Background: an optimization exercise with open tools, aiming at small area. Do not read the settings as production practice.
The RTL was checked by simulation tests, not by an equivalence proof against the original design.

==> flow/design.v, too long to show whole: its modules and the start of the top module <==
// module MAC_DSP: 671 lines
// module adder_tree: 1955 lines
// module mac_array: 36 lines
module mac_array#(
    parameter   BATCH   = 32,
    parameter   DATA_W  = 8,
    parameter   RES_W   = 32
    )(
    input   clk,
    input   rst,
    input   new_acc,
    input   [BATCH  -1 : 0][DATA_W  -1 : 0] vec_a,
    input   [BATCH  -1 : 0][DATA_W  -1 : 0] vec_b,
    output  [BATCH  -1 : 0][RES_W   -1 : 0] vec_out,
    output  [RES_W  -1 : 0] sca_out
    );
  // ...
==> flow/flow/run.sh <==
#!/bin/bash
# The standard layout (standard synthesis, floorplan, placement, CTS,
# routing) with two changes:
# - the port buffers that placement inserts on every input and output use the
#   smallest buffer cell instead of a delay buffer;
# - CTS clusters more flip-flops per leaf buffer and adds no dummy loads.
set -euo pipefail
export BUFFER_PORTS_ARGS="-buffer_cell sky130_fd_sc_hd__buf_1"
export CTS_ARGS="-sink_clustering_enable -repair_clock_nets -dont_use_dummy_load -sink_clustering_size 24 -sink_clustering_max_diameter 120"
bash standard.sh > standard.log 2>&1
==> flow/standard.sh <==
#!/bin/bash
# synth_recipe.tcl (not shown) runs the flow's synth.tcl, then flattens the netlist and writes it again
# the make line also repeats each setting of config.mk as NAME=value (left out here)
make -C /OpenROAD-flow-scripts/flow DESIGN_CONFIG=/design/flow/config.mk WORK_HOME=/design/flow/orfs CLKGATE_MAP_FILE= SYNTH_SCRIPT=/design/flow/synth_recipe.tcl "${@:-finish}"
==> flow/config.mk <==
export PLATFORM = sky130hd
export DESIGN_NAME = mac_array
export DESIGN_NICKNAME = mac_array
export VERILOG_FILES = /design/flow/design.v
export SDC_FILE = /design/flow/constraint.sdc
export NUM_CORES = 4
export LEC_CHECK = 0
export CAP_MARGIN = 35
export CORE_MARGIN = 2
export CORE_UTILIZATION = 40
export SLEW_MARGIN = 35
==> flow/constraint.sdc <==
create_clock -name core_clock -period 6.0 [get_ports {clk}]
set_input_delay 1.2000 -clock core_clock [delete_from_list [all_inputs] [get_ports {clk}]]
set_output_delay 1.2000 -clock core_clock [all_outputs]
set_load 0.01 [all_outputs]
==> results.cfg, run 1 <==
[clock_tree]
postCtsHoldBufs = 0
clock_latency_ps = 940
cts.clk_slew.worst_paths_ps = 100
cts_buffer_depth = 4

[finish]
fin_area_um2 = 161400
num-nonclk-buffers = 1604
dominant_cells = multi-input gates
mostFrequentLayoutCell = fa_1
multiInputGateArea_um2 = 91270

[synth]
postSynthCellCount = 13985
syn_area_per_cell_um2 = 10.74
synth_compound_area_share_pct = 1.782
synth-main-ff-cell = dfxtp_1
ys_seq_area_share_pct = 30.60
synth_mux_area_share_pct = 1.480
ys_warn_count = 3

[critical_path]
crit_arrival_ps = 4570
critical_path_depth = 8
worst-path-max-fanout = 4
crit_family = simple AND/OR/NAND/NOR gates
r2r-start = ARR[2].mac_unit.mult_reg[0]
critPathMaxStageDelay_ps = 910
rr_worst_depth = 17

[route]
met1_length_mm = 201.4
drt_iter0_markers = 5371
vias = 95301
top_layer = met5

[status]
outcome = timing/DRC/antenna clean

[sta]
whs_ps = 331.9
finalSetupViolCount = 0
hold_viol = 0

[global_routing]
grt_util_all_layers_pct = 25.95
grtUsageMet3_pct = 5.376
grt_overflow = 0
grt_max_degree = 90

[hold_path]
whs_endpoint = adder_tree_inst.f[5]
worstHoldStart = adder_tree_inst.f[4]

[die]
start_util_pct = 40.09
die_w_um = 616.8
nWellTaps = 4994
==> module MAC_DSP, before the edit <==
module MAC_DSP (
    input         clk,
    input         sload_reg,
    input  [7:0]  a,
    input  [7:0]  b,
    output [15:0] prod,
    output [31:0] accum_out
    );
    reg [7:0]  a_reg, b_reg;
    reg [15:0] mult_reg;
    reg [15:0] lo;
    reg [15:0] hi;
    reg        inc, dec;
    wire [15:0] upper;
    wire m0;
    wire m1;
    wire m2;
    wire m3;
    wire m4;
    wire m5;
    wire m6;
    wire m7;
    wire m8;
    wire m9;
    wire m10;
    wire m11;
    wire m12;
    wire m13;
    wire m14;
    wire m15;
    wire m16;
    wire m17;
    wire m18;
    wire m19;
    wire m20;
    wire m21;
    wire m22;
    wire m23;
    wire m24;
    wire m25;
    wire m26;
    wire m27;
    wire m28;
    wire m29;
    wire m30;
    wire m31;
    wire m32;
    wire m33;
    wire m34;
    wire m35;
    wire m36;
    wire m37;
    wire m38;
    wire m39;
    wire m40;
    wire m41;
    wire m42;
    wire m43;
    wire m44;
    wire m45;
    wire m46;
    wire m47;
    wire m48;
    wire m49;
    wire m50;
    wire m51;
    wire m52;
    wire m53;
    wire m54;
    wire m55;
    wire m56;
    wire m57;
    wire m58;
    wire m59;
    wire m60;
    wire m61;
    wire m62;
    wire m63;
    wire m64;
    wire m65;
    wire m66;
    wire m67;
    wire m68;
    wire m69;
    wire m70;
    wire m71;
    wire m72;
    wire m73;
    wire m74;
    wire m75;
    wire m76;
    wire m77;
    wire m78;
    wire m79;
    wire m80;
    wire m81;
    wire m82;
    wire m83;
    wire m84;
    wire m85;
    wire m86;
    wire m87;
    wire m88;
    wire m89;
    wire m90;
    wire m91;
    wire m92;
    wire m93;
    wire m94;
    wire m95;
    wire m96;
    wire m97;
    wire m98;
    wire m99;
    wire m100;
    wire m101;
    wire m102;
    wire m103;
    wire m104;
    wire m105;
    wire m106;
    wire m107;
    wire m108;
    wire m109;
    wire m110;
    wire m111;
    wire m112;
    wire m113;
    wire m114;
    wire m115;
    wire m116;
    wire m117;
    wire m118;
    wire m119;
    wire m120;
    wire m121;
    wire m122;
    wire m123;
    wire m124;
    wire m125;
    wire m126;
    wire m127;
    wire m128;
    wire m129;
    wire m130;
    wire m131;
    wire m132;
    wire m133;
    wire m134;
    wire m135;
    wire m136;
    wire m137;
    wire m138;
    wire m139;
    wire m140;
    wire m141;
    wire m142;
    wire m143;
    wire m144;
    wire m145;
    wire m146;
    wire m147;
    wire m148;
    wire m149;
    wire m150;
    wire m151;
    wire m152;
    wire m153;
    wire m154;
    wire m155;
    wire m156;
    wire m157;
    wire m158;
    wire m159;
    wire m160;
    wire m161;
    wire m162;
    wire m163;
    wire m164;
    wire m165;
    wire m166;
    wire m167;
    wire m168;
    wire m169;
    wire m170;
    wire m171;
    wire m172;
    wire m173;
    wire m174;
    wire m175;
    wire m176;
    wire m177;
    wire m178;
    wire m179;
    wire m180;
    wire m181;
    wire m182;
    wire m183;
    wire m184;
    wire m185;
    wire m186;
    wire m187;
    wire m188;
    wire m189;
    wire m190;
    wire m191;
    wire m192;
    wire m193;
    wire m194;
    wire m195;
    wire m196;
    wire m197;
    wire m198;
    wire m199;
    wire m200;
    wire m201;
    wire m202;
    wire m203;
    wire m204;
    wire m205;
    wire m206;
    wire m207;
    wire m208;
    wire m209;
    wire m210;
    wire m211;
    wire m212;
    wire m213;
    wire m214;
    wire m215;
    wire m216;
    wire m217;
    wire m218;
    wire m219;
    wire m220;
    wire m221;
    wire m222;
    wire m223;
    wire m224;
    wire m225;
    wire m226;
    wire m227;
    wire m228;
    wire m229;
    wire m230;
    wire m231;
    wire m232;
    wire m233;
    wire m234;
    wire m235;
    wire m236;
    wire m237;
    wire m238;
    wire m239;
    wire m240;
    wire m241;
    wire m242;
    wire m243;
    wire m244;
    wire m245;
    wire m246;
    wire m247;
    wire m248;
    wire m249;
    wire m250;
    wire m251;
    wire m252;
    wire m253;
    wire m254;
    wire m255;
    wire m256;
    wire m257;
    wire m258;
    wire m259;
    wire m260;
    wire m261;
    wire m262;
    wire m263;
    wire m264;
    wire m265;
    wire m266;
    wire m267;
    wire m268;
    wire m269;
    wire m270;
    wire m271;
    wire m272;
    wire m273;
    wire m274;
    wire m275;
    wire m276;
    wire m277;
    wire m278;
    wire m279;
    wire m280;
    wire m281;
    wire m282;
    wire m283;
    wire m284;
    wire m285;
    wire m286;
    wire m287;
    wire m288;
    wire m289;
    wire m290;
    wire m291;
    wire m292;
    wire m293;
    wire m294;
    wire m295;
    wire m296;
    wire m297;
    wire m298;
    wire m299;
    wire m300;
    wire m301;
    wire m302;
    wire m303;
    wire m304;
    wire m305;
    wire m306;
    wire m307;
    wire m308;
    wire m309;
    wire m310;
    wire m311;
    wire m312;
    wire m313;
    wire m314;
    wire m315;
    wire m316;
    wire m317;
    wire m318;
    wire m319;
    wire m320;
    wire m321;
    assign m0 = a_reg[0] & b_reg[0];
    assign m1 = a_reg[0] & b_reg[1];
    assign m2 = a_reg[0] & b_reg[2];
    assign m3 = a_reg[0] & b_reg[3];
    assign m4 = a_reg[0] & b_reg[4];
    assign m5 = a_reg[0] & b_reg[5];
    assign m6 = a_reg[0] & b_reg[6];
    assign m7 = ~(a_reg[0] & b_reg[7]);
    assign m8 = a_reg[1] & b_reg[0];
    assign m9 = a_reg[1] & b_reg[1];
    assign m10 = a_reg[1] & b_reg[2];
    assign m11 = a_reg[1] & b_reg[3];
    assign m12 = a_reg[1] & b_reg[4];
    assign m13 = a_reg[1] & b_reg[5];
    assign m14 = a_reg[1] & b_reg[6];
    assign m15 = ~(a_reg[1] & b_reg[7]);
    assign m16 = a_reg[2] & b_reg[0];
    assign m17 = a_reg[2] & b_reg[1];
    assign m18 = a_reg[2] & b_reg[2];
    assign m19 = a_reg[2] & b_reg[3];
    assign m20 = a_reg[2] & b_reg[4];
    assign m21 = a_reg[2] & b_reg[5];
    assign m22 = a_reg[2] & b_reg[6];
    assign m23 = ~(a_reg[2] & b_reg[7]);
    assign m24 = a_reg[3] & b_reg[0];
    assign m25 = a_reg[3] & b_reg[1];
    assign m26 = a_reg[3] & b_reg[2];
    assign m27 = a_reg[3] & b_reg[3];
    assign m28 = a_reg[3] & b_reg[4];
    assign m29 = a_reg[3] & b_reg[5];
    assign m30 = a_reg[3] & b_reg[6];
    assign m31 = ~(a_reg[3] & b_reg[7]);
    assign m32 = a_reg[4] & b_reg[0];
    assign m33 = a_reg[4] & b_reg[1];
    assign m34 = a_reg[4] & b_reg[2];
    assign m35 = a_reg[4] & b_reg[3];
    assign m36 = a_reg[4] & b_reg[4];
    assign m37 = a_reg[4] & b_reg[5];
    assign m38 = a_reg[4] & b_reg[6];
    assign m39 = ~(a_reg[4] & b_reg[7]);
    assign m40 = a_reg[5] & b_reg[0];
    assign m41 = a_reg[5] & b_reg[1];
    assign m42 = a_reg[5] & b_reg[2];
    assign m43 = a_reg[5] & b_reg[3];
    assign m44 = a_reg[5] & b_reg[4];
    assign m45 = a_reg[5] & b_reg[5];
    assign m46 = a_reg[5] & b_reg[6];
    assign m47 = ~(a_reg[5] & b_reg[7]);
    assign m48 = a_reg[6] & b_reg[0];
    assign m49 = a_reg[6] & b_reg[1];
    assign m50 = a_reg[6] & b_reg[2];
    assign m51 = a_reg[6] & b_reg[3];
    assign m52 = a_reg[6] & b_reg[4];
    assign m53 = a_reg[6] & b_reg[5];
    assign m54 = a_reg[6] & b_reg[6];
    assign m55 = ~(a_reg[6] & b_reg[7]);
    assign m56 = ~(a_reg[7] & b_reg[0]);
    assign m57 = ~(a_reg[7] & b_reg[1]);
    assign m58 = ~(a_reg[7] & b_reg[2]);
    assign m59 = ~(a_reg[7] & b_reg[3]);
    assign m60 = ~(a_reg[7] & b_reg[4]);
    assign m61 = ~(a_reg[7] & b_reg[5]);
    assign m62 = ~(a_reg[7] & b_reg[6]);
    assign m63 = a_reg[7] & b_reg[7];
    assign m64 = m13 ^ m20;
    assign m65 = m13 & m20;
    assign m66 = m14 ^ m21 ^ m28;
    assign m67 = (m14 & m21) | (m14 & m28) | (m21 & m28);
    assign m68 = m35 ^ m42;
    assign m69 = m35 & m42;
    assign m70 = 1'b1 ^ m15 ^ m22;
    assign m71 = (1'b1 & m15) | (1'b1 & m22) | (m15 & m22);
    assign m72 = m29 ^ m36 ^ m43;
    assign m73 = (m29 & m36) | (m29 & m43) | (m36 & m43);
    assign m74 = m23 ^ m30 ^ m37;
    assign m75 = (m23 & m30) | (m23 & m37) | (m30 & m37);
    assign m76 = m11 ^ m18;
    assign m77 = m11 & m18;
    assign m78 = m12 ^ m19 ^ m26;
    assign m79 = (m12 & m19) | (m12 & m26) | (m19 & m26);
    assign m80 = m33 ^ m40;
    assign m81 = m33 & m40;
    assign m82 = m27 ^ m34 ^ m41;
    assign m83 = (m27 & m34) | (m27 & m41) | (m34 & m41);
    assign m84 = m48 ^ m6 ^ m64;
    assign m85 = (m48 & m6) | (m48 & m64) | (m6 & m64);
    assign m86 = m49 ^ m56 ^ m7;
    assign m87 = (m49 & m56) | (m49 & m7) | (m56 & m7);
    assign m88 = m65 ^ m68 ^ m66;
    assign m89 = (m65 & m68) | (m65 & m66) | (m68 & m66);
    assign m90 = m50 ^ m57 ^ m69;
    assign m91 = (m50 & m57) | (m50 & m69) | (m57 & m69);
    assign m92 = m67 ^ m70 ^ m72;
    assign m93 = (m67 & m70) | (m67 & m72) | (m70 & m72);
    assign m94 = m44 ^ m51 ^ m58;
    assign m95 = (m44 & m51) | (m44 & m58) | (m51 & m58);
    assign m96 = m71 ^ m73 ^ m74;
    assign m97 = (m71 & m73) | (m71 & m74) | (m73 & m74);
    assign m98 = m31 ^ m38 ^ m45;
    assign m99 = (m31 & m38) | (m31 & m45) | (m38 & m45);
    assign m100 = m52 ^ m59 ^ m75;
    assign m101 = (m52 & m59) | (m52 & m75) | (m59 & m75);
    assign m102 = m39 ^ m46 ^ m53;
    assign m103 = (m39 & m46) | (m39 & m53) | (m46 & m53);
    assign m104 = m10 ^ m17;
    assign m105 = m10 & m17;
    assign m106 = m25 ^ m32 ^ m4;
    assign m107 = (m25 & m32) | (m25 & m4) | (m32 & m4);
    assign m108 = m5 ^ m77 ^ m80;
    assign m109 = (m5 & m77) | (m5 & m80) | (m77 & m80);
    assign m110 = m81 ^ m79 ^ m82;
    assign m111 = (m81 & m79) | (m81 & m82) | (m79 & m82);
    assign m112 = m83 ^ m86 ^ m85;
    assign m113 = (m83 & m86) | (m83 & m85) | (m86 & m85);
    assign m114 = m87 ^ m90 ^ m89;
    assign m115 = (m87 & m90) | (m87 & m89) | (m90 & m89);
    assign m116 = m91 ^ m94 ^ m93;
    assign m117 = (m91 & m94) | (m91 & m93) | (m94 & m93);
    assign m118 = m95 ^ m98 ^ m100;
    assign m119 = (m95 & m98) | (m95 & m100) | (m98 & m100);
    assign m120 = m60 ^ m99 ^ m102;
    assign m121 = (m60 & m99) | (m60 & m102) | (m99 & m102);
    assign m122 = m47 ^ m54 ^ m61;
    assign m123 = (m47 & m54) | (m47 & m61) | (m54 & m61);
    assign m124 = m16 ^ m2;
    assign m125 = m16 & m2;
    assign m126 = m24 ^ m3 ^ m104;
    assign m127 = (m24 & m3) | (m24 & m104) | (m3 & m104);
    assign m128 = m105 ^ m76 ^ m106;
    assign m129 = (m105 & m76) | (m105 & m106) | (m76 & m106);
    assign m130 = m107 ^ m78 ^ m108;
    assign m131 = (m107 & m78) | (m107 & m108) | (m78 & m108);
    assign m132 = m109 ^ m84 ^ m110;
    assign m133 = (m109 & m84) | (m109 & m110) | (m84 & m110);
    assign m134 = m111 ^ m88 ^ m112;
    assign m135 = (m111 & m88) | (m111 & m112) | (m88 & m112);
    assign m136 = m113 ^ m92 ^ m114;
    assign m137 = (m113 & m92) | (m113 & m114) | (m92 & m114);
    assign m138 = m96 ^ m115 ^ m116;
    assign m139 = (m96 & m115) | (m96 & m116) | (m115 & m116);
    assign m140 = m97 ^ m117 ^ m118;
    assign m141 = (m97 & m117) | (m97 & m118) | (m117 & m118);
    assign m142 = m101 ^ m120 ^ m119;
    assign m143 = (m101 & m120) | (m101 & m119) | (m120 & m119);
    assign m144 = m103 ^ m122 ^ m121;
    assign m145 = (m103 & m122) | (m103 & m121) | (m122 & m121);
    assign m146 = m55 ^ m62 ^ m123;
    assign m147 = (m55 & m62) | (m55 & m123) | (m62 & m123);
    assign m148 = m1 ^ m8;
    assign m149 = m1 & m8;
    assign m150 = m9 ^ m124 ^ m149;
    assign m151 = (m9 & m124) | (m9 & m149) | (m124 & m149);
    assign m152 = m125 ^ m126 ^ m151;
    assign m153 = (m125 & m126) | (m125 & m151) | (m126 & m151);
    assign m154 = m127 ^ m128 ^ m153;
    assign m155 = (m127 & m128) | (m127 & m153) | (m128 & m153);
    assign m156 = m129 ^ m130 ^ m155;
    assign m157 = (m129 & m130) | (m129 & m155) | (m130 & m155);
    assign m158 = m131 ^ m132 ^ m157;
    assign m159 = (m131 & m132) | (m131 & m157) | (m132 & m157);
    assign m160 = m133 ^ m134 ^ m159;
    assign m161 = (m133 & m134) | (m133 & m159) | (m134 & m159);
    assign m162 = m135 ^ m136 ^ m161;
    assign m163 = (m135 & m136) | (m135 & m161) | (m136 & m161);
    assign m164 = m137 ^ m138 ^ m163;
    assign m165 = (m137 & m138) | (m137 & m163) | (m138 & m163);
    assign m166 = m139 ^ m140;
    assign m167 = m139 & m140;
    assign m168 = m141 ^ m142 ^ m167;
    assign m169 = (m141 & m142) | (m141 & m167) | (m142 & m167);
    assign m170 = m144 ^ m143 ^ m169;
    assign m171 = (m144 & m143) | (m144 & m169) | (m143 & m169);
    assign m172 = m146 ^ m145 ^ m171;
    assign m173 = (m146 & m145) | (m146 & m171) | (m145 & m171);
    assign m174 = m63 ^ m147 ^ m173;
    assign m175 = (m63 & m147) | (m63 & m173) | (m147 & m173);
    assign m176 = m166 ^ m165;
    assign m177 = m165 & m166;
    assign m178 = m168 ^ m177;
    assign m179 = m166 & m168;
    assign m180 = m165 & m179;
    assign m181 = m170 ^ m180;
    assign m182 = m179 & m170;
    assign m183 = m165 & m182;
    assign m184 = m172 ^ m183;
    assign m185 = m182 & m172;
    assign m186 = m165 & m185;
    assign m187 = m174 ^ m186;
    assign m188 = m185 & m174;
    assign m189 = m165 & m188;
    assign m190 = m175 ^ m189;
    assign m191 = ~mult_reg[15];
    assign m192 = lo[4] & ~sload_reg;
    assign m193 = lo[5] & ~sload_reg;
    assign m194 = lo[6] & ~sload_reg;
    assign m195 = lo[7] & ~sload_reg;
    assign m196 = lo[8] & ~sload_reg;
    assign m197 = lo[9] & ~sload_reg;
    assign m198 = lo[10] & ~sload_reg;
    assign m199 = lo[11] & ~sload_reg;
    assign m200 = lo[12] & ~sload_reg;
    assign m201 = lo[13] & ~sload_reg;
    assign m202 = lo[14] & ~sload_reg;
    assign m203 = lo[15] & ~sload_reg;
    assign m204 = lo[0] ^ mult_reg[0];
    assign m205 = lo[0] & mult_reg[0];
    assign m206 = lo[1] ^ mult_reg[1] ^ m205;
    assign m207 = (lo[1] & mult_reg[1]) | (lo[1] & m205) | (mult_reg[1] & m205);
    assign m208 = lo[2] ^ mult_reg[2] ^ m207;
    assign m209 = (lo[2] & mult_reg[2]) | (lo[2] & m207) | (mult_reg[2] & m207);
    assign m210 = lo[3] ^ mult_reg[3] ^ m209;
    assign m211 = (lo[3] & mult_reg[3]) | (lo[3] & m209) | (mult_reg[3] & m209);
    assign m212 = m211 & ~sload_reg;
    assign m213 = m192 ^ mult_reg[4] ^ m212;
    assign m214 = (m192 & mult_reg[4]) | (m192 & m212) | (mult_reg[4] & m212);
    assign m215 = m193 ^ mult_reg[5] ^ m214;
    assign m216 = (m193 & mult_reg[5]) | (m193 & m214) | (mult_reg[5] & m214);
    assign m217 = m194 ^ mult_reg[6] ^ m216;
    assign m218 = (m194 & mult_reg[6]) | (m194 & m216) | (mult_reg[6] & m216);
    assign m219 = m195 ^ mult_reg[7] ^ m218;
    assign m220 = (m195 & mult_reg[7]) | (m195 & m218) | (mult_reg[7] & m218);
    assign m221 = m196 ^ mult_reg[8] ^ m220;
    assign m222 = (m196 & mult_reg[8]) | (m196 & m220) | (mult_reg[8] & m220);
    assign m223 = m197 ^ mult_reg[9] ^ m222;
    assign m224 = (m197 & mult_reg[9]) | (m197 & m222) | (mult_reg[9] & m222);
    assign m225 = m198 ^ mult_reg[10];
    assign m226 = m198 & mult_reg[10];
    assign m227 = m199 ^ mult_reg[11] ^ m226;
    assign m228 = (m199 & mult_reg[11]) | (m199 & m226) | (mult_reg[11] & m226);
    assign m229 = m200 ^ mult_reg[12] ^ m228;
    assign m230 = (m200 & mult_reg[12]) | (m200 & m228) | (mult_reg[12] & m228);
    assign m231 = m201 ^ mult_reg[13] ^ m230;
    assign m232 = (m201 & mult_reg[13]) | (m201 & m230) | (mult_reg[13] & m230);
    assign m233 = m202 ^ mult_reg[14] ^ m232;
    assign m234 = (m202 & mult_reg[14]) | (m202 & m232) | (mult_reg[14] & m232);
    assign m235 = m203 ^ m191 ^ m234;
    assign m236 = (m203 & m191) | (m203 & m234) | (m191 & m234);
    assign m237 = m225 ^ m224;
    assign m238 = m224 & m225;
    assign m239 = m227 ^ m238;
    assign m240 = m225 & m227;
    assign m241 = m224 & m240;
    assign m242 = m229 ^ m241;
    assign m243 = m240 & m229;
    assign m244 = m224 & m243;
    assign m245 = m231 ^ m244;
    assign m246 = m243 & m231;
    assign m247 = m224 & m246;
    assign m248 = m233 ^ m247;
    assign m249 = m246 & m233;
    assign m250 = m224 & m249;
    assign m251 = m235 ^ m250;
    assign m252 = m249 & m235;
    assign m253 = m236 | (m224 & m252);
    assign m254 = sload_reg ? mult_reg[0] : m204;
    assign m255 = sload_reg ? mult_reg[1] : m206;
    assign m256 = sload_reg ? mult_reg[2] : m208;
    assign m257 = sload_reg ? mult_reg[3] : m210;
    assign m258 = m253 & ~m191;
    assign m259 = ~m253 & m191;
    assign m260 = inc | dec;
    assign m261 = hi[0] ^ m260;
    assign m262 = (inc & hi[0]) | (dec & ~hi[0]);
    assign m263 = hi[1] ^ m262;
    assign m264 = hi[0] & hi[1];
    assign m265 = ~hi[0] & ~hi[1];
    assign m266 = (inc & m264) | (dec & m265);
    assign m267 = hi[2] ^ m266;
    assign m268 = m264 & hi[2];
    assign m269 = m265 & ~hi[2];
    assign m270 = (inc & m268) | (dec & m269);
    assign m271 = hi[3] ^ m270;
    assign m272 = m268 & hi[3];
    assign m273 = m269 & ~hi[3];
    assign m274 = (inc & m272) | (dec & m273);
    assign m275 = hi[4] ^ m274;
    assign m276 = m272 & hi[4];
    assign m277 = m273 & ~hi[4];
    assign m278 = (inc & m276) | (dec & m277);
    assign m279 = hi[5] ^ m278;
    assign m280 = m276 & hi[5];
    assign m281 = m277 & ~hi[5];
    assign m282 = (inc & m280) | (dec & m281);
    assign m283 = hi[6] ^ m282;
    assign m284 = m280 & hi[6];
    assign m285 = m281 & ~hi[6];
    assign m286 = (inc & m284) | (dec & m285);
    assign m287 = hi[7] ^ m286;
    assign m288 = m284 & hi[7];
    assign m289 = m285 & ~hi[7];
    assign m290 = (inc & m288) | (dec & m289);
    assign m291 = hi[8] ^ m290;
    assign m292 = m288 & hi[8];
    assign m293 = m289 & ~hi[8];
    assign m294 = (inc & m292) | (dec & m293);
    assign m295 = hi[9] ^ m294;
    assign m296 = m292 & hi[9];
    assign m297 = m293 & ~hi[9];
    assign m298 = (inc & m296) | (dec & m297);
    assign m299 = hi[10] ^ m298;
    assign m300 = m296 & hi[10];
    assign m301 = m297 & ~hi[10];
    assign m302 = (inc & m300) | (dec & m301);
    assign m303 = hi[11] ^ m302;
    assign m304 = m300 & hi[11];
    assign m305 = m301 & ~hi[11];
    assign m306 = (inc & m304) | (dec & m305);
    assign m307 = hi[12] ^ m306;
    assign m308 = m304 & hi[12];
    assign m309 = m305 & ~hi[12];
    assign m310 = (inc & m308) | (dec & m309);
    assign m311 = hi[13] ^ m310;
    assign m312 = m308 & hi[13];
    assign m313 = m309 & ~hi[13];
    assign m314 = (inc & m312) | (dec & m313);
    assign m315 = hi[14] ^ m314;
    assign m316 = m312 & hi[14];
    assign m317 = m313 & ~hi[14];
    assign m318 = (inc & m316) | (dec & m317);
    assign m319 = hi[15] ^ m318;
    assign m320 = m316 & hi[15];
    assign m321 = m317 & ~hi[15];
    assign upper = {m319, m315, m311, m307, m303, m299, m295, m291, m287, m283, m279, m275, m271, m267, m263, m261};
    always @(posedge clk) begin
        a_reg     <= a;
        b_reg     <= b;
        mult_reg  <= {m190, m187, m184, m181, m178, m176, m164, m162, m160, m158, m156, m154, m152, m150, m148, m0};
        lo        <= {m251, m248, m245, m242, m239, m237, m223, m221, m219, m217, m215, m213, m257, m256, m255, m254};
        inc       <= m258;
        dec       <= m259;
        hi        <= upper & {16{~sload_reg}};
    end
    assign prod      = mult_reg;
    assign accum_out = {upper, lo};
endmodule
==> run 2, diff against run 1 <==
--- a/flow/design.v
+++ b/flow/design.v
@@ -331,9 +331,6 @@
     wire m316;
     wire m317;
     wire m318;
-    wire m319;
-    wire m320;
-    wire m321;
     assign m0 = a_reg[0] & b_reg[0];
     assign m1 = a_reg[0] & b_reg[1];
     assign m2 = a_reg[0] & b_reg[2];
@@ -559,10 +556,10 @@
     assign m222 = (m196 & mult_reg[8]) | (m196 & m220) | (mult_reg[8] & m220);
     assign m223 = m197 ^ mult_reg[9] ^ m222;
     assign m224 = (m197 & mult_reg[9]) | (m197 & m222) | (mult_reg[9] & m222);
-    assign m225 = m198 ^ mult_reg[10];
-    assign m226 = m198 & mult_reg[10];
-    assign m227 = m199 ^ mult_reg[11] ^ m226;
-    assign m228 = (m199 & mult_reg[11]) | (m199 & m226) | (mult_reg[11] & m226);
+    assign m225 = m198 ^ mult_reg[10] ^ m224;
+    assign m226 = (m198 & mult_reg[10]) | (m198 & m224) | (mult_reg[10] & m224);
+    assign m227 = m199 ^ mult_reg[11];
+    assign m228 = m199 & mult_reg[11];
     assign m229 = m200 ^ mult_reg[12] ^ m228;
     assign m230 = (m200 & mult_reg[12]) | (m200 & m228) | (mult_reg[12] & m228);
     assign m231 = m201 ^ mult_reg[13] ^ m230;
@@ -571,99 +568,96 @@
     assign m234 = (m202 & mult_reg[14]) | (m202 & m232) | (mult_reg[14] & m232);
     assign m235 = m203 ^ m191 ^ m234;
     assign m236 = (m203 & m191) | (m203 & m234) | (m191 & m234);
-    assign m237 = m225 ^ m224;
-    assign m238 = m224 & m225;
-    assign m239 = m227 ^ m238;
-    assign m240 = m225 & m227;
-    assign m241 = m224 & m240;
-    assign m242 = m229 ^ m241;
-    assign m243 = m240 & m229;
-    assign m244 = m224 & m243;
-    assign m245 = m231 ^ m244;
-    assign m246 = m243 & m231;
-    assign m247 = m224 & m246;
-    assign m248 = m233 ^ m247;
-    assign m249 = m246 & m233;
-    assign m250 = m224 & m249;
-    assign m251 = m235 ^ m250;
-    assign m252 = m249 & m235;
-    assign m253 = m236 | (m224 & m252);
-    assign m254 = sload_reg ? mult_reg[0] : m204;
-    assign m255 = sload_reg ? mult_reg[1] : m206;
-    assign m256 = sload_reg ? mult_reg[2] : m208;
-    assign m257 = sload_reg ? mult_reg[3] : m210;
-    assign m258 = m253 & ~m191;
-    assign m259 = ~m253 & m191;
-    assign m260 = inc | dec;
-    assign m261 = hi[0] ^ m260;
-    assign m262 = (inc & hi[0]) | (dec & ~hi[0]);
-    assign m263 = hi[1] ^ m262;
-    assign m264 = hi[0] & hi[1];
-    assign m265 = ~hi[0] & ~hi[1];
-    assign m266 = (inc & m264) | (dec & m265);
-    assign m267 = hi[2] ^ m266;
-    assign m268 = m264 & hi[2];
-    assign m269 = m265 & ~hi[2];
-    assign m270 = (inc & m268) | (dec & m269);
-    assign m271 = hi[3] ^ m270;
-    assign m272 = m268 & hi[3];
-    assign m273 = m269 & ~hi[3];
-    assign m274 = (inc & m272) | (dec & m273);
-    assign m275 = hi[4] ^ m274;
-    assign m276 = m272 & hi[4];
-    assign m277 = m273 & ~hi[4];
-    assign m278 = (inc & m276) | (dec & m277);
-    assign m279 = hi[5] ^ m278;
-    assign m280 = m276 & hi[5];
-    assign m281 = m277 & ~hi[5];
-    assign m282 = (inc & m280) | (dec & m281);
-    assign m283 = hi[6] ^ m282;
-    assign m284 = m280 & hi[6];
-    assign m285 = m281 & ~hi[6];
-    assign m286 = (inc & m284) | (dec & m285);
-    assign m287 = hi[7] ^ m286;
-    assign m288 = m284 & hi[7];
-    assign m289 = m285 & ~hi[7];
-    assign m290 = (inc & m288) | (dec & m289);
-    assign m291 = hi[8] ^ m290;
-    assign m292 = m288 & hi[8];
-    assign m293 = m289 & ~hi[8];
-    assign m294 = (inc & m292) | (dec & m293);
-    assign m295 = hi[9] ^ m294;
-    assign m296 = m292 & hi[9];
-    assign m297 = m293 & ~hi[9];
-    assign m298 = (inc & m296) | (dec & m297);
-    assign m299 = hi[10] ^ m298;
-    assign m300 = m296 & hi[10];
-    assign m301 = m297 & ~hi[10];
-    assign m302 = (inc & m300) | (dec & m301);
-    assign m303 = hi[11] ^ m302;
-    assign m304 = m300 & hi[11];
-    assign m305 = m301 & ~hi[11];
-    assign m306 = (inc & m304) | (dec & m305);
-    assign m307 = hi[12] ^ m306;
-    assign m308 = m304 & hi[12];
-    assign m309 = m305 & ~hi[12];
-    assign m310 = (inc & m308) | (dec & m309);
-    assign m311 = hi[13] ^ m310;
-    assign m312 = m308 & hi[13];
-    assign m313 = m309 & ~hi[13];
-    assign m314 = (inc & m312) | (dec & m313);
-    assign m315 = hi[14] ^ m314;
-    assign m316 = m312 & hi[14];
-    assign m317 = m313 & ~hi[14];
-    assign m318 = (inc & m316) | (dec & m317);
-    assign m319 = hi[15] ^ m318;
-    assign m320 = m316 & hi[15];
-    assign m321 = m317 & ~hi[15];
-    assign upper = {m319, m315, m311, m307, m303, m299, m295, m291, m287, m283, m279, m275, m271, m267, m263, m261};
+    assign m237 = m227 ^ m226;
+    assign m238 = m226 & m227;
+    assign m239 = m229 ^ m238;
+    assign m240 = m227 & m229;
+    assign m241 = m226 & m240;
+    assign m242 = m231 ^ m241;
+    assign m243 = m240 & m231;
+    assign m244 = m226 & m243;
+    assign m245 = m233 ^ m244;
+    assign m246 = m243 & m233;
+    assign m247 = m226 & m246;
+    assign m248 = m235 ^ m247;
+    assign m249 = m246 & m235;
+    assign m250 = m236 | (m226 & m249);
+    assign m251 = sload_reg ? mult_reg[0] : m204;
+    assign m252 = sload_reg ? mult_reg[1] : m206;
+    assign m253 = sload_reg ? mult_reg[2] : m208;
+    assign m254 = sload_reg ? mult_reg[3] : m210;
+    assign m255 = m250 & ~m191;
+    assign m256 = ~m250 & m191;
+    assign m257 = inc | dec;
+    assign m258 = hi[0] ^ m257;
+    assign m259 = (inc & hi[0]) | (dec & ~hi[0]);
+    assign m260 = hi[1] ^ m259;
+    assign m261 = hi[0] & hi[1];
+    assign m262 = ~hi[0] & ~hi[1];
+    assign m263 = (inc & m261) | (dec & m262);
+    assign m264 = hi[2] ^ m263;
+    assign m265 = m261 & hi[2];
+    assign m266 = m262 & ~hi[2];
+    assign m267 = (inc & m265) | (dec & m266);
+    assign m268 = hi[3] ^ m267;
+    assign m269 = m265 & hi[3];
+    assign m270 = m266 & ~hi[3];
+    assign m271 = (inc & m269) | (dec & m270);
+    assign m272 = hi[4] ^ m271;
+    assign m273 = m269 & hi[4];
+    assign m274 = m270 & ~hi[4];
+    assign m275 = (inc & m273) | (dec & m274);
+    assign m276 = hi[5] ^ m275;
+    assign m277 = m273 & hi[5];
+    assign m278 = m274 & ~hi[5];
+    assign m279 = (inc & m277) | (dec & m278);
+    assign m280 = hi[6] ^ m279;
+    assign m281 = m277 & hi[6];
+    assign m282 = m278 & ~hi[6];
+    assign m283 = (inc & m281) | (dec & m282);
+    assign m284 = hi[7] ^ m283;
+    assign m285 = m281 & hi[7];
+    assign m286 = m282 & ~hi[7];
+    assign m287 = (inc & m285) | (dec & m286);
+    assign m288 = hi[8] ^ m287;
+    assign m289 = m285 & hi[8];
+    assign m290 = m286 & ~hi[8];
+    assign m291 = (inc & m289) | (dec & m290);
+    assign m292 = hi[9] ^ m291;
+    assign m293 = m289 & hi[9];
+    assign m294 = m290 & ~hi[9];
+    assign m295 = (inc & m293) | (dec & m294);
+    assign m296 = hi[10] ^ m295;
+    assign m297 = m293 & hi[10];
+    assign m298 = m294 & ~hi[10];
+    assign m299 = (inc & m297) | (dec & m298);
+    assign m300 = hi[11] ^ m299;
+    assign m301 = m297 & hi[11];
+    assign m302 = m298 & ~hi[11];
+    assign m303 = (inc & m301) | (dec & m302);
+    assign m304 = hi[12] ^ m303;
+    assign m305 = m301 & hi[12];
+    assign m306 = m302 & ~hi[12];
+    assign m307 = (inc & m305) | (dec & m306);
+    assign m308 = hi[13] ^ m307;
+    assign m309 = m305 & hi[13];
+    assign m310 = m306 & ~hi[13];
+    assign m311 = (inc & m309) | (dec & m310);
+    assign m312 = hi[14] ^ m311;
+    assign m313 = m309 & hi[14];
+    assign m314 = m310 & ~hi[14];
+    assign m315 = (inc & m313) | (dec & m314);
+    assign m316 = hi[15] ^ m315;
+    assign m317 = m313 & hi[15];
+    assign m318 = m314 & ~hi[15];
+    assign upper = {m316, m312, m308, m304, m300, m296, m292, m288, m284, m280, m276, m272, m268, m264, m260, m258};
     always @(posedge clk) begin
         a_reg     <= a;
         b_reg     <= b;
         mult_reg  <= {m190, m187, m184, m181, m178, m176, m164, m162, m160, m158, m156, m154, m152, m150, m148, m0};
-        lo        <= {m251, m248, m245, m242, m239, m237, m223, m221, m219, m217, m215, m213, m257, m256, m255, m254};
-        inc       <= m258;
-        dec       <= m259;
+        lo        <= {m248, m245, m242, m239, m237, m225, m223, m221, m219, m217, m215, m213, m254, m253, m252, m251};
+        inc       <= m255;
+        dec       <= m256;
         hi        <= upper & {16{~sload_reg}};
     end
     assign prod      = mult_reg;
==> run 2 against run 1 <==
  * Core utilization rose by 0.058 points
  * Largest cell class unchanged
  * Worst setup slack better by 53 ps
  * First-iteration DRC count rose by 4.3%
  * Still clean on timing, DRC and antenna
  * Flip-flop and latch count unchanged
==> results.cfg, run 2 <==
[status]
outcome = timing/DRC/antenna clean

[die]
die_h_um = 614.7
core_um2 = 371900
die_w_um = 614.7
io_pins = 1571
start_util_pct = 40.12
die_area_um2 = 377900
rows = 224

[critical_path]
critPathMostFrequentCell = or3_1
start_kind = register
endpoint_kind = output port
r2r-start = ARR[2].mac_unit.mult_reg[0]
crit_arrival_ps = 4520
path_cells = or4b_1 -> nor3_2 -> nand3b_1 -> or3_1 -> or3_1 -> o41ai_1 -> xor2_1 -> buf_1
rrSetupSlack_ps = 280
critPathMaxStageDelay_ps = 660
crit_buf_inv = 1
worstSetupPathType = reg -> out
worst-path-max-fanout = 5
crit_family = simple AND/OR/NAND/NOR gates
cp.required_ps = 4800
cpMaxStageDelayCell = or4b_1
startpoint = ARR[15].mac_unit.dec

[synth]
synth_top_family_by_area = adder cells
syn-num-nets = 17252
postSynthCellCount = 13833
yosysMostFrequentCell = fa_1
synth_mux_area_share_pct = 1.308
syn_area_per_cell_um2 = 10.79
synth-simple-area-share_pct = 16.27
synthAdderAreaFrac_pct = 36.56
synth_compound_area_share_pct = 1.919
synth_cell_types = 64
synth_top_area_cell = fa_1
ys_seq_area_share_pct = 30.81
synth_area_leaders = fa_1, dfxtp_1, and2_1, inv_1, ha_1
syn_area_um2 = 149200
ys_warn_count = 3
synth_edf_count = 0
synth_top_cell_area_share_pct = 32.55
synth_common_cells = fa_1, dfxtp_1, inv_1
synth_seq_cells = 2296
synthXorXnorAreaFrac_pct = 4.593
synth-main-ff-cell = dfxtp_1
ys_async_sr_fraction_pct = 0

[clock_tree]
clock-sinks = 2296
cts.clk_slew.worst_paths_ps = 100
cts_buffer_depth = 4
cts_tree = yes
cts-root-buf = clkbuf_16
clock_latency_ps = 990
cts_made_buffers = 122
htree_num_levels = 3
postCtsSetupRepairBufs = 0

[global_routing]
grt_overflow = 0
grt_max_degree = 105
grt_pass1_wl_mm = 704.2
first_global_vias = 97998
grt_util_all_layers_pct = 26.00
antenna_found_initial = 40

[route]
vias = 94284
drtPass1Iterations = 5
drc = 0
final_antenna_net_count = 0
wl_per_cell_um = 24.73
drt_iter0_markers = 5600
wl_mm = 492.1
viasPerCell = 4.738

[sta]
finalSetupViolCount = 0
slew_headroom_pct = 41.26
skew_ps = 138.2
finalCritPeriodShare_pct = 95.35
whs_ps = 270.7
rsz0062_at_grt = no
hold_viol = 0
fmax_ghz = 0.1748
setup_ws_ps = 279.0
fin_tns_setup_ps = 0
slew_violations = 0
period_needed_ps = 5721
tightest_slew_ps = 873.1

[placement]
preCtsSetupSlack_ps = 267.7
port_buffers = 1569
finalWeightedCongestion = 0.9608
hpwl_mm = 425.1

[run]
drv_cap = 0

[finish]
mostFrequentLayoutCell = fa_1
final_cell_mix = fa_1, dfxtp_1, inv_1
syn_to_final_growth_pct = 7.508
final_nets = 18322
drive_gt1_share_pct = 2.664

[hold_path]
worstHoldStart = adder_tree_inst.d1[13]
hold_class = reg -> reg
==> run 2: cell type report <==
cell class                      instances  area, um2
Fill cell                           35892     211500
Clock buffer                          122       3053
Timing Repair Buffer                 1615       6290
Multi-Input combinational cell       8653      90480
Antenna cell                           28      70.07
Sequential cell                      2296      45970
Inverter                             2215       8314
Tap cell                             4972       6221
==> run 2: path summary, 6_finish.rpt <==
| kind | endpoint | cells past startpoint |
|---|---|---|
| worst min register to register | adder_tree_inst.d2[13] | 0 |
| worst min-delay path | adder_tree_inst.d2[13] | 0 |
| worst max register to register | ARR[2].mac_unit.lo[12] | 16 |
| worst max-delay path | vec_out[511] | 8 |
==> run 2: routing by layer <==
| layer | routed length (um) | vias to the layer above | global-route usage, % |
|---|---|---|---|
| met5 | 46 | - | 0 |
| met4 | 37790 | 8 | 15.83 |
| met3 | 29160 | 786 | 4.626 |
| met2 | 221800 | 2499 | 41.26 |
| met1 | 203200 | 47823 | 33.12 |
| li1 | - | 43168 | - |
==> run 2: cell families (layout without fill, tap and decap cells) <==
group / count (synthesis) / after routing
xor gates and xnor gates: 779 / 779
DFF: 2296 / 2296
and+or+nand+nor: 4328 / 4328
buffers and inverters: 2884 / 3952
adders and majority gates: 2904 / 2904
other: 0 / 28
AOI/OAI and AO/OA: 463 / 463
muxes: 179 / 179
==> run 2: per-stage QoR <==
| stage | util, % | cells | cell area (um2) |
|---|---|---|---|
| after floorplan | - | 13833 | 149200 |
| after global placement | 42.29 | 19751 | 157300 |
| after detailed placement | 42.29 | 19751 | 157300 |
| after CTS | 43.11 | 19873 | 160300 |
| after global routing | 43.12 | 19882 | 160400 |
| final | 43.13 | 19901 | 160400 |
==> run 2: repair_timing <==
| item | 4_1_cts | 5_1_grt |
|---|---|---|
| setup endpoints to repair | 1 | 0 |
| resized for setup | 1 | 0 |
| hold buffers | 0 | 0 |
==> run 3, diff against run 2 <==
--- a/flow/config.mk
+++ b/flow/config.mk
@@ -7,5 +7,5 @@
 export LEC_CHECK = 0
 export CAP_MARGIN = 35
 export CORE_MARGIN = 2
-export CORE_UTILIZATION = 40
+export CORE_UTILIZATION = 60
 export SLEW_MARGIN = 35
==> run 3 against run 2 <==
  * First-iteration DRC count up 15%
  * Final area down 1.5%
  * Sequential share of layout area up 0.44 points
  * Cell count down 8.3%
  * Hold slack better by 50 ps
  * Global-route usage up 12 points
  * Fmax up 0.82%
  * Register-to-register slack better by 60 ps
  * Synthesized cell count unchanged
==> results.cfg, run 3 <==
[status]
outcome = timing/DRC/antenna clean

[placement]
place_inst = 18098
finalWeightedCongestion = 1.004
port_buffers = 1569
hpwl_mm = 411.6

[critical_path]
r2r-start = ARR[2].mac_unit.lo[0]
endpoint_kind = output port
crit_arrival_ps = 4470
rrSetupSlack_ps = 340
start_kind = register
crit_path_end = vec_out[543]
cp.required_ps = 4800
worst-path-max-fanout = 4
rr_worst_depth = 16
startpoint = ARR[16].mac_unit.dec
worstSetupPathType = reg -> out
reg2reg_to = ARR[2].mac_unit.lo[12]

[sta]
skew_ps = 59.64
fmax_ghz = 0.1762
period_needed_ps = 5675
slew_headroom_pct = 38.15
hold_viol = 0
slew_violations = 0
finalSetupViolCount = 0
fin_tns_setup_ps = 0
finalCritPeriodShare_pct = 94.58
tightest_slew_ps = 927.8
rsz0062_at_grt = no

[route]
wl_met3_mm = 49.52
wl_mm = 479.5
drtPass1Iterations = 6
drt_iter0_markers = 6465
wl_per_cell_um = 26.28
viasPerCell = 5.328
final_antenna_net_count = 0
drc = 0
met1_length_mm = 181.1
vias = 97213
route.met2.wl_mm = 210.8
top_layer = met5

[finish]
mostFrequentLayoutCell = fa_1
fillers = 20553
fin_cells = 18245
final_cell_mix = fa_1, dfxtp_1, inv_1
syn_to_final_growth_pct = 5.868
final_nets = 18296
drive_gt1_share_pct = 2.501

[synth]
synth_top_area_cell = fa_1
synth_top_cell_area_share_pct = 32.55
synth_area_leaders = fa_1, dfxtp_1, and2_1, inv_1, ha_1
synth_seq_cells = 2296
synth_common_cells = fa_1, dfxtp_1, inv_1
synth-main-ff-cell = dfxtp_1
syn_area_um2 = 149200
postSynthCellCount = 13833
ys_async_sr_fraction_pct = 0
yosysMostFrequentCell = fa_1
syn-num-nets = 17252
syn_area_per_cell_um2 = 10.79
synth_cell_types = 64
synth_edf_count = 0
ys_seq_area_share_pct = 30.81
ys_warn_count = 3

[clock_tree]
cts_tree = yes
clock_latency_ps = 830
cts_made_buffers = 106
postCtsHoldBufs = 0
htree_num_levels = 3
cts-root-buf = clkbuf_16
clock-sinks = 2296
cts.clk_slew.worst_paths_ps = 100
cts_buffer_depth = 3
postCtsSetupRepairBufs = 0
cts_resized = 0

[die]
core_um2 = 248000
io_pins = 1571
die_w_um = 502.7
rows = 183
start_util_pct = 60.17
die_h_um = 502.7
die_area_um2 = 252700

[global_routing]
antenna_found_initial = 64
first_global_vias = 102065
grt_overflow = 0
grt_max_degree = 160
grt_pass1_wl_mm = 687.2
grt_util_all_layers_pct = 37.92

[hold_path]
hold_class = reg -> reg
worstHoldStart = adder_tree_inst.d3[16]

[run]
drv_cap = 0
==> run 3: area by class of cell <==
type | count | area [um2] | area share, %
diodes | 40 | 100.1 | 0.06337
clock buffers | 106 | 2653 | 1.679
inverters | 2215 | 8314 | 5.264
multi-input cells | 8653 | 90490 | 57.29
flip-flops and latches | 2296 | 45970 | 29.10
well taps | 3330 | 4167 | 2.638
repair buffers | 1605 | 6267 | 3.968
==> run 3: worst min-delay path by stage <==
stage | end | slack, ps | cells after the start
2_1_floorplan | adder_tree_inst.d2[0] | 310 | 0
3_3_place_gp | adder_tree_inst.f[1] | 310 | 0
3_5_place_dp | adder_tree_inst.d3[14] | 310 | 0
4_1_cts | adder_tree_inst.d4[17] | 320 | 0
5_1_grt | adder_tree_inst.d5[19] | 330 | 0
6_report | adder_tree_inst.d4[16] | 320 | 0
==> run 3: worst max-delay path, cell delays in order (launching register included) <==
cell,delay (ps)
dfxtp_1,880
or4b_4,590
nor3_4,170
or3b_1,390
or3_4,360
or4_4,460
nor4_2,170
a41oi_1,90
xnor2_1,200
buf_1,340
==> run 3: kinds of logic (layout without fill, tap and decap cells) <==
group,Yosys count,count (layout),share of synthesized area (%)
DFF,2296,2296,30.81
other,0,40,0
muxes,179,179,1.308
and+or+nand+nor,4328,4328,16.27
xor gates and xnor gates,779,779,4.593
buffers and inverters,2884,3926,8.548
adders and majority gates,2904,2904,36.56
AOI/OAI and AO/OA,463,463,1.919
==> run 3: through the flow <==
step           cell area (um2)  setup slack (ps)  hold slack (ps)  utilization, %
6_report                158000             325.4            321.1           63.70
5_1_grt                 157900             121.5            326.8           63.68
3_3_place_gp            155200             404.1            312.0           62.58
4_1_cts                 157800             254.6            315.0           63.65
2_1_floorplan           149200             804.4            309.6               -
3_5_place_dp            155200             377.6            312.1           62.58
==> run 3: metal layers <==
metal	vias to the layer above	track usage [%]
met5	-	0
met4	24	23.82
met3	965	12.68
met2	3556	57.72
met1	49564	46.55
li1	43104	-

[port drivers added, routing unchanged]
No port has a modelled driver above. Below, the same layouts with a new extraction and two added sets of constraints. Step 1 sets driving cells, clkbuf_16 on the clock port and buf_2 on the other inputs (assumed; they add their load-dependent delay and slew). Step 2 adds t to the input delays and takes it off the output delays; t is the mean of the earliest and latest rising clock arrival at the registers after step 1. Input paths then give back, and output paths get back, about the clock's delay inside the block. Three values: no drivers, after step 1, after step 2; two values: the first two.
run	t, ns	slack for setup (ns)	worst slew at a driven data input, ns
run 1	1.003	0.226 / 0.111 / 0.456	0.17
run 2	1.032	0.279 / 0.163 / 0.283	0.23
run 3	0.916	0.325 / 0.207 / 0.341	0.25
After both steps every run listed still meets setup and hold.
